Background: an optimization exercise with open tools, aiming at small area. Do not read the settings as production practice. Only simulation tests tie the RTL to the original design; equivalence was not proved.

Design altitude_reflex_chip, start of the top module:
module altitude_reflex_chip (
    input wire clk,
    input wire rst_n,
    input wire signed [15:0] altitude_current,
    input wire signed [15:0] altitude_target,
    input wire signed [15:0] velocity_z,
    input wire signed [15:0] accel_z,
    input wire [7:0] compliance,
    input wire signed [15:0] pid_kp,
    input wire signed [15:0] pid_ki,
    input wire signed [15:0] pid_kd,
    output wire signed [15:0] thrust_output,
    output reg control_valid
);
reg [16:0] integral;
reg [15:0] derivative;
reg [15:0] last_error;
reg [10:0] thrust;
wire n0 = ~altitude_current[0];
wire n1 = ~altitude_current[1];
wire n2 = ~altitude_current[2];
wire n3 = ~altitude_current[3];
wire n4 = ~altitude_current[4];
wire n5 = ~altitude_current[5];
wire n6 = ~altitude_current[6];
wire n7 = ~altitude_current[7];
wire n8 = ~altitude_current[8];
wire n9 = ~altitude_current[9];
wire n10 = ~altitude_current[10];
wire n11 = ~altitude_current[11];
wire n12 = ~altitude_current[12];
wire n13 = ~altitude_current[13];
wire n14 = ~altitude_current[14];
wire n15 = ~altitude_current[15];
wire n16 = altitude_target[0] & n0;
wire n17 = altitude_target[1] & n1;
wire n18 = altitude_target[2] & n2;
wire n19 = altitude_target[3] & n3;
wire n20 = altitude_target[4] & n4;
wire n21 = altitude_target[5] & n5;
wire n22 = altitude_target[6] & n6;
  ...
clock: 25.0 ns
lec_check: 0
abc_area: 1
cap_margin: 20
core_margin: 2
core_utilization: 55
slew_margin: 20
synth_hierarchical: 1
standard.sh (not shown) runs the stock make flow with config.mk's settings and CLKGATE_MAP_FILE= SYNTH_SCRIPT=/design/flow/synth_recipe.tcl, a recipe that flattens the netlist after the stock synthesis.
==> flow/flow/run.sh <==
#!/bin/bash
# The standard layout (the standard.sh) with these changes:
#  - synthesis is the standard synthesis (synth_recipe.tcl and ORFS's
#    synth.tcl, unchanged but for one line) with ABC's technology-mapping
#    script replaced by flow/abc_area_amap.script (area-oriented mapping);
#    registers, flattening and renaming are exactly as in the standard synthesis;
#  - every input and output port gets a sky130_fd_sc_hd__buf_1 buffer;
#  - the buffers that synthesis inserted are removed once at floorplan and
#    global placement is not timing driven (the design meets timing with margin);
#  - clock tree synthesis uses clkbuf_4/clkbuf_8 and inserts no dummy loads.
# Each tool's full output is in standard.log (and ORFS's own logs under orfs/logs).
set -o pipefail
HERE=$(pwd)
F=$HERE/flow
sed "s#\$::env(SCRIPTS_DIR)/abc_area.script#$F/abc_area_amap.script#" \
  "$FLOW_HOME/scripts/synth_preamble.tcl" > "$HERE/synth_preamble_amap.tcl"
sed "s#source \$::env(SCRIPTS_DIR)/synth_preamble.tcl#source $HERE/synth_preamble_amap.tcl#" \
  "$FLOW_HOME/scripts/synth.tcl" > "$HERE/synth_amap.tcl"
sed "s#source \$::env(SCRIPTS_DIR)/synth.tcl#source $HERE/synth_amap.tcl#" \
  "$HERE/synth_recipe.tcl" > "$HERE/synth_recipe_amap.tcl"
for f in synth_preamble_amap.tcl synth_amap.tcl synth_recipe_amap.tcl; do
  [ -s "$HERE/$f" ] || { echo "empty $f" > flow_error.log; exit 1; }
done
grep -q "abc_area_amap.script" "$HERE/synth_preamble_amap.tcl" || { echo "preamble edit failed" > flow_error.log; exit 1; }
grep -q "synth_preamble_amap.tcl" "$HERE/synth_amap.tcl" || { echo "synth edit failed" > flow_error.log; exit 1; }
grep -q "synth_amap.tcl" "$HERE/synth_recipe_amap.tcl" || { echo "synth_recipe edit failed" > flow_error.log; exit 1; }
export BUFFER_PORTS_ARGS="-buffer_cell sky130_fd_sc_hd__buf_1"
export CTS_ARGS="-sink_clustering_enable -repair_clock_nets -dont_use_dummy_load -buf_list {sky130_fd_sc_hd__clkbuf_4 sky130_fd_sc_hd__clkbuf_8}"
bash standard.sh SYNTH_SCRIPT="$HERE/synth_recipe_amap.tcl" REMOVE_ABC_BUFFERS=1 GPL_TIMING_DRIVEN=0 > standard.log 2>&1
==> flow/flow/abc_area_amap.script <==
strash
dch -f
amap
topo
dnsize -c
Edit:
Settings changed: CAP_MARGIN 20 to 12, CORE_UTILIZATION 55 to 40, SLEW_MARGIN 20 to 12.
After rerunning: The new run passed the timing, DRC and antenna checks; global-route usage decreases by 8.5 points; count of clock-buffer cells in the layout does not change; routed wire length goes up by 5.4%; setup slack loses 0.055 ns; utilization drops by 16 points; cell area increases by 0.84%; non-clock buffer count does not change.
Edit:
Settings changed: CAP_MARGIN 12 to 20, SLEW_MARGIN 12 to 20.
After rerunning: The new run produced a clean layout; clock-buffer cell count stays the same; routed wire length barely changes; critical path depth does not change; final area is about the same.
Edit:
--- a/flow/flow/run.sh
+++ b/flow/flow/run.sh
@@ -10 +10 @@
-#  - clock tree synthesis uses clkbuf_4/clkbuf_8 and inserts no dummy loads.
+#  - clock tree synthesis uses a clkbuf_8 root and clkbuf_4 buffers and inserts no dummy loads.
@@ -28 +28 @@
-export CTS_ARGS="-sink_clustering_enable -repair_clock_nets -dont_use_dummy_load -buf_list {sky130_fd_sc_hd__clkbuf_4 sky130_fd_sc_hd__clkbuf_8}"
+export CTS_ARGS="-sink_clustering_enable -repair_clock_nets -dont_use_dummy_load -root_buf sky130_fd_sc_hd__clkbuf_8 -buf_list {sky130_fd_sc_hd__clkbuf_4}"
The changed run completed without violations.
Via count stays the same.
Utilization does not change.
Sequential share of layout area is unchanged.
Final area stays the same.
Edit:
--- a/flow/flow/run.sh
+++ b/flow/flow/run.sh
@@ -10 +10 @@
-#  - clock tree synthesis uses a clkbuf_8 root and clkbuf_4 buffers and inserts no dummy loads.
+#  - clock tree synthesis uses clkbuf_4/clkbuf_8 and inserts no dummy loads (no sink clustering).
@@ -28 +28 @@
-export CTS_ARGS="-sink_clustering_enable -repair_clock_nets -dont_use_dummy_load -root_buf sky130_fd_sc_hd__clkbuf_8 -buf_list {sky130_fd_sc_hd__clkbuf_4}"
+export CTS_ARGS="-repair_clock_nets -dont_use_dummy_load -buf_list {sky130_fd_sc_hd__clkbuf_4 sky130_fd_sc_hd__clkbuf_8}"
Die area is unchanged.
Critical path depth is unchanged.
Cell area does not change.
Global-route usage is unchanged.
Count of clock-buffer cells in the layout stays the same.
Synthesized cell count stays the same.
Register-to-register slack stays flat.
Wire length is unchanged.

==> afterwards: timing with drivers on the ports <==
Ports are ideal in the flow. The routed layouts listed here were re-timed in OpenROAD. Step 1: set_driving_cell puts a clkbuf_16 on clk and a buf_2 on each other input, an assumption about the parent block. Step 2 adds t to the input delays and takes it off the output delays; t is the mean of the earliest and latest rising clock arrival at the registers after step 1. Input paths then give back, and output paths get back, about the clock's delay inside the block. Three values: no drivers, after step 1, after step 2; two values: the first two.
run | t, ns | setup slack, ns | hold WS [ns] | worst setup path at the end | worst slew at a driven data input, ns
the first run | 0.474 | 1.063 / 1.090 / 0.617 | 0.516 / 0.516 / 0.516 | input to register | 0.05
the second run | 0.434 | 1.008 / 1.033 / 0.599 | 0.592 / 0.592 / 0.592 | input to register | 0.09
the third run | 0.439 | 1.164 / 1.193 / 0.755 | 0.601 / 0.601 / 0.601 | input to register | 0.09
the fourth run | 0.439 | 1.164 / 1.193 / 0.755 | 0.601 / 0.601 / 0.601 | input to register | 0.09
the fifth run | 0.439 | 1.164 / 1.193 / 0.755 | 0.601 / 0.601 / 0.601 | input to register | 0.09
After both steps setup and hold are still met in every run listed. For the first run, which loses most, drivers alone change the setup slack by +0.027 ns; drivers and shift together by -0.446 ns.
